Context: an optimization exercise on an open-source flow, tuned for small area. The choices shown serve that exercise and are no tape-out recipe. RTL that was checked went through simulation tests only; none was proved equivalent to the original. Power and IR drop assume default switching activity.

==> 05-24: inputs <==
## kcpsm6
module kcpsm6 (address, instruction, bram_enable, in_port, out_port, port_id, write_strobe, k_write_strobe, read_strobe, interrupt, interrupt_ack, sleep, reset, clk) ;
parameter [7:0] 	hwbuild = 8'h00 ;
parameter [11:0] 	interrupt_vector = 12'h3FF ;
parameter integer scratch_pad_memory_size = 64 ;   
output [11:0]	address ;
input	 [17:0]    	instruction ;
output		bram_enable ;
input	 [7:0]	in_port ;
output [7:0]	out_port ;
output [7:0]	port_id ;
output		write_strobe ;
output		k_write_strobe ;
output		read_strobe ;
input			interrupt ;
output		interrupt_ack ;
input			sleep ;
input			reset ;
input			clk ;
wire	[2:1]		t_state_value ;
wire	[2:1]		t_state ;
wire 			run_value ;
wire              run ;
wire  		internal_reset_value ;
wire 			internal_reset ;
wire 			sync_sleep ;
wire 			int_enable_type ;
wire 			interrupt_enable_value ;
wire			interrupt_enable ;
wire			sync_interrupt ;
wire 			active_interrupt_value ;
wire 			active_interrupt ;
wire	[2:0]		arith_logical_sel ;
wire			arith_carry_in ;
wire			arith_carry_value ;
wire			arith_carry ;
wire 	[7:0]		half_arith_logical ;
wire 	[7:0]		logical_carry_mask ;
wire 	[7:0]		carry_arith_logical ;
wire 	[7:0]		arith_logical_value ;
wire 	[7:0]		arith_logical_result ;
wire 	[7:0]		shift_rotate_value ;
wire 	[7:0]		shift_rotate_result ;
wire			shift_in_bit ;
wire 	[7:0]		alu_result ;
wire 	[1:0]		alu_mux_sel_value ;
wire 	[1:0]		alu_mux_sel ;
wire			strobe_type ;
wire 			write_strobe_value ;
wire 			k_write_strobe_value ;
wire			read_strobe_value ;
wire			flag_enable_type ;
wire			flag_enable_value ;
wire			flag_enable ; 
wire			lower_parity ;
wire			lower_parity_sel ;
wire			carry_lower_parity ;
wire 			upper_parity ;
wire			parity ;
wire			shift_carry_value ;
wire			shift_carry ;
wire			carry_flag_value ;
wire			carry_flag ;
wire 			use_zero_flag_value ;
wire			use_zero_flag ;
wire 			drive_carry_in_zero ;
wire          	carry_in_zero ;
  ...
clock: 9.0 ns
lec_check: 0
abc_area: 1
cap_margin: 20
core_margin: 2
core_utilization: 40
cts_buf_list: sky130_fd_sc_hd__clkbuf_4
place_density: 0.6
slew_margin: 20
run.sh (not shown) runs the stock make flow with config.mk's settings and CLKGATE_MAP_FILE= SYNTH_SCRIPT=/design/flow/synth_recipe.tcl, a recipe that flattens the netlist after the stock synthesis.
==> inputs of 01-17, as changes to 05-24 <==
--- a/flow/design.v
+++ b/flow/design.v
@@ -82,38 +82,14 @@
 endmodule
 module RAM256X1S #(parameter [255:0] INIT = 256'h0)
   (output O, input [7:0] A, input D, input WCLK, input WE);
   reg m [0:255];
   always @(posedge WCLK) if (WE) m[A] <= D;
   assign O = m[A];
 endmodule
-module ohram #(parameter W = 8, parameter AW = 5, parameter NR = 1)
-  (input clk, input we, input [AW-1:0] wa, input [W-1:0] wd,
-   input [NR*AW-1:0] ra, output [NR*W-1:0] rd);
-  localparam N = 1 << AW;
-  wire [N*W-1:0] q;
-  genvar i, p;
-  generate
-    for (i = 0; i < N; i = i + 1) begin : word
-      reg [W-1:0] r;
-      always @(posedge clk) if (we && wa == i) r <= wd;
-      assign q[i*W +: W] = r;
-    end
-    for (p = 0; p < NR; p = p + 1) begin : port
-      wire [AW-1:0] a = ra[p*AW +: AW];
-      reg [W-1:0] o;
-      integer k;
-      always @* begin
-        o = {W{1'b0}};
-        for (k = 0; k < N; k = k + 1) o = o | ({W{a == k}} & q[k*W +: W]);
-      end
-      assign rd[p*W +: W] = o;
-    end
-  endgenerate
-endmodule
 `timescale 1ps/1ps
 module kcpsm6 (address, instruction, bram_enable, in_port, out_port, port_id, write_strobe, k_write_strobe, read_strobe, interrupt, interrupt_ack, sleep, reset, clk) ;
 parameter [7:0] 	hwbuild = 8'h00 ;
 parameter [11:0] 	interrupt_vector = 12'h3FF ;
 parameter integer scratch_pad_memory_size = 64 ;   
 output [11:0]	address ;
 input	 [17:0]    	instruction ;
@@ -783,19 +759,54 @@
 	.D      (stack_bank),
 	.Q      (shadow_bank),
 	.C      (clk)) ;
 FD stack_bit_flop(  
 	.D      (stack_bit),
 	.Q      (special_bit),
 	.C      (clk)) ;
-ohram #(.W(16), .AW(5), .NR(1)) stack_ram (
-	.clk(clk), .we(t_state[1]), .wa(stack_pointer[4:0]),
-	.wd({zero_flag, carry_flag, run, bank, pc}),
-	.ra(stack_pointer[4:0]),
-	.rd({stack_zero_flag, stack_carry_flag, stack_bit, stack_bank, stack_memory}));
+RAM32M #(
+	.INIT_A	(64'h0000000000000000), 
+	.INIT_B	(64'h0000000000000000), 
+	.INIT_C (64'h0000000000000000), 
+	.INIT_D (64'h0000000000000000)) 
+stack_ram_low ( 
+	.DOA	({stack_zero_flag, stack_carry_flag}), 
+	.DOB	({stack_bit, stack_bank}),
+	.DOC    (stack_memory[1:0]), 
+	.DOD    (stack_memory[3:2]),
+	.ADDRA	(stack_pointer[4:0]), 
+	.ADDRB	(stack_pointer[4:0]), 
+	.ADDRC  (stack_pointer[4:0]), 
+	.ADDRD  (stack_pointer[4:0]),
+	.DIA	({zero_flag, carry_flag}), 
+	.DIB	({run, bank}),
+	.DIC    (pc[1:0]),
+	.DID    (pc[3:2]),
+	.WE 	(t_state[1]), 
+	.WCLK	(clk));
+RAM32M #(
+	.INIT_A	(64'h0000000000000000), 
+	.INIT_B	(64'h0000000000000000), 
+	.INIT_C	(64'h0000000000000000), 
+	.INIT_D	(64'h0000000000000000)) 
+stack_ram_high(    
+	.DOA	(stack_memory[5:4]), 
+	.DOB	(stack_memory[7:6]),
+	.DOC   	(stack_memory[9:8]),
+	.DOD   	(stack_memory[11:10]),
+	.ADDRA 	(stack_pointer[4:0]), 
+	.ADDRB 	(stack_pointer[4:0]), 
+	.ADDRC  (stack_pointer[4:0]), 
+	.ADDRD  (stack_pointer[4:0]),
+	.DIA    (pc[5:4]),
+	.DIB    (pc[7:6]),
+	.DIC    (pc[9:8]),
+	.DID    (pc[11:10]),
+	.WE 	(t_state[1]),  
+	.WCLK 	(clk));
 generate
 for (i = 0 ; i <= 4 ; i = i+1)
 begin : stack_loop
 parameter [7:0]	id4 = 8'h30 + i/4 ;
 if (i == 0) begin: lsb_stack
 FDR pointer_flop(  
 	.D      (stack_pointer_value[i]),
@@ -995,14 +1006,36 @@
 	.I5     (alu_mux_sel[1]),
 	.O      (alu_result[i]));
 if (scratch_pad_memory_size == 64) begin : small_spm
 FD spm_flop( 
 	.D      (spm_ram_data[i]),
 	.Q      (spm_data[i]),
 	.C      (clk)) ;
+if (i == 0 || i == 4) begin: small_spm_ram
+RAM64M #( 
+	.INIT_A	(64'h0000000000000000),
+	.INIT_B	(64'h0000000000000000),
+	.INIT_C	(64'h0000000000000000),
+	.INIT_D	(64'h0000000000000000)) 
+spm_ram(   
+	.DOA 	(spm_ram_data[i]),
+	.DOB 	(spm_ram_data[i+1]),
+	.DOC    (spm_ram_data[i+2]),
+	.DOD    (spm_ram_data[i+3]),
+	.ADDRA 	(sy_or_kk[5:0]),
+	.ADDRB 	(sy_or_kk[5:0]),
+	.ADDRC  (sy_or_kk[5:0]),
+	.ADDRD  (sy_or_kk[5:0]),
+	.DIA 	(sx[i]),
+	.DIB 	(sx[i+1]),
+	.DIC    (sx[i+2]),
+	.DID    (sx[i+3]),
+	.WE 	(spm_enable),
+	.WCLK 	(clk));
+end  
 end  
 if (scratch_pad_memory_size == 128) begin : medium_spm
 RAM128X1S  #(
 	.INIT	(128'h00000000000000000000000000000000))
 spm_ram(       
 	.D      (sx[i]),
 	.WE 	(spm_enable),
@@ -1032,17 +1065,51 @@
 FD spm_flop( 
 	.D      (spm_ram_data[i]),
 	.Q      (spm_data[i]),
 	.C      (clk)) ;
 end  
 end  
 endgenerate
-ohram #(.W(8), .AW(6), .NR(1)) spm_ram (
-	.clk(clk), .we(spm_enable), .wa(sy_or_kk[5:0]), .wd(sx),
-	.ra(sy_or_kk[5:0]), .rd(spm_ram_data));
-ohram #(.W(8), .AW(5), .NR(2)) reg_banks (
-	.clk(clk), .we(register_enable), .wa(sx_addr), .wd(alu_result),
-	.ra({sy_addr, sx_addr}), .rd({sy, sx}));
+RAM32M #(
+	.INIT_A	(64'h0000000000000000), 
+	.INIT_B	(64'h0000000000000000), 
+	.INIT_C (64'h0000000000000000), 
+	.INIT_D (64'h0000000000000000)) 
+lower_reg_banks(    
+	.DOA 	(sy[1:0]), 
+	.DOB 	(sx[1:0]),
+	.DOC    (sy[3:2]),
+	.DOD    (sx[3:2]),
+	.ADDRA 	(sy_addr), 
+	.ADDRB 	(sx_addr), 
+	.ADDRC  (sy_addr), 
+	.ADDRD  (sx_addr), 
+	.DIA 	(alu_result[1:0]),
+	.DIB 	(alu_result[1:0]),
+	.DIC    (alu_result[3:2]),
+	.DID    (alu_result[3:2]),
+	.WE 	(register_enable), 
+	.WCLK	(clk));
+RAM32M #(
+	.INIT_A	(64'h0000000000000000), 
+	.INIT_B	(64'h0000000000000000), 
+	.INIT_C (64'h0000000000000000),  
+	.INIT_D (64'h0000000000000000)) 
+upper_reg_banks(    
+	.DOA 	(sy[5:4]), 
+	.DOB 	(sx[5:4]),
+	.DOC    (sy[7:6]),
+	.DOD    (sx[7:6]),
+	.ADDRA 	(sy_addr),
+	.ADDRB 	(sx_addr),
+	.ADDRC  (sy_addr), 
+	.ADDRD  (sx_addr), 
+	.DIA 	(alu_result[5:4]),
+	.DIB 	(alu_result[5:4]),
+	.DIC    (alu_result[7:6]),
+	.DID    (alu_result[7:6]),
+	.WE 	(register_enable), 
+	.WCLK	(clk));
 assign address = pc;
 assign bram_enable = t_state[2];
 assign port_id = sy_or_kk;
 endmodule
ABC_AREA = not set   (was 1)
CTS_BUF_LIST = not set   (was sky130_fd_sc_hd__clkbuf_4)
==> reports/summary.md <==
* outcome: complete, no violations
* origin of the worst setup path: instruction[7]
* Layout clock area frac: 6.87%
* die boundary width: 375 um
* fraction of power spent switching nets: 25.2%
-- figures above: 05-24

==> reports/summary.md <==
* Post-layout nets: 3337
* fraction of power spent switching nets: 23.7%
* outcome: complete, no violations
* met2 wirelength from detailed routing: 71600 um
* die boundary width: 378 um
* origin of the worst setup path: instruction[6]
* count of inserted tapcells: 1876
* Layout clock area frac: 7.25%
-- figures above: 01-17

Function not checked in 05-24: the RTL went through the layout flow alone.

## what the ideal ports hide
How much do the figures lean on ideal ports? The routed layouts below were timed once more, with nothing changed but the port constraints.
Step 1 assumes that a clkbuf_16 drives the clock port and a buf_2 every other input.
Step 2 moves the port delays by t, midway between the first and last clock arrival at a register: inputs arrive t later, outputs are due t later. That takes back most of the time a late clock gives input paths.
Three values: no drivers, after step 1, after step 2; two values: the first two.
| run | shift t [ns] | slack for setup (ns) | slew at the worst register clock pin (ns) |
|---|---|---|---|
| 05-24 | 1.372 | 1.016 / 0.983 / 0.880 | 0.08 / 0.08 |
| 01-17 | 0.830 | 1.215 / 1.189 / 1.165 | 0.07 / 0.07 |
After both steps setup and hold are still met in every run listed. The setup slack of 05-24, which loses most, moves by -0.033 ns with the drivers and by -0.136 ns with both steps.
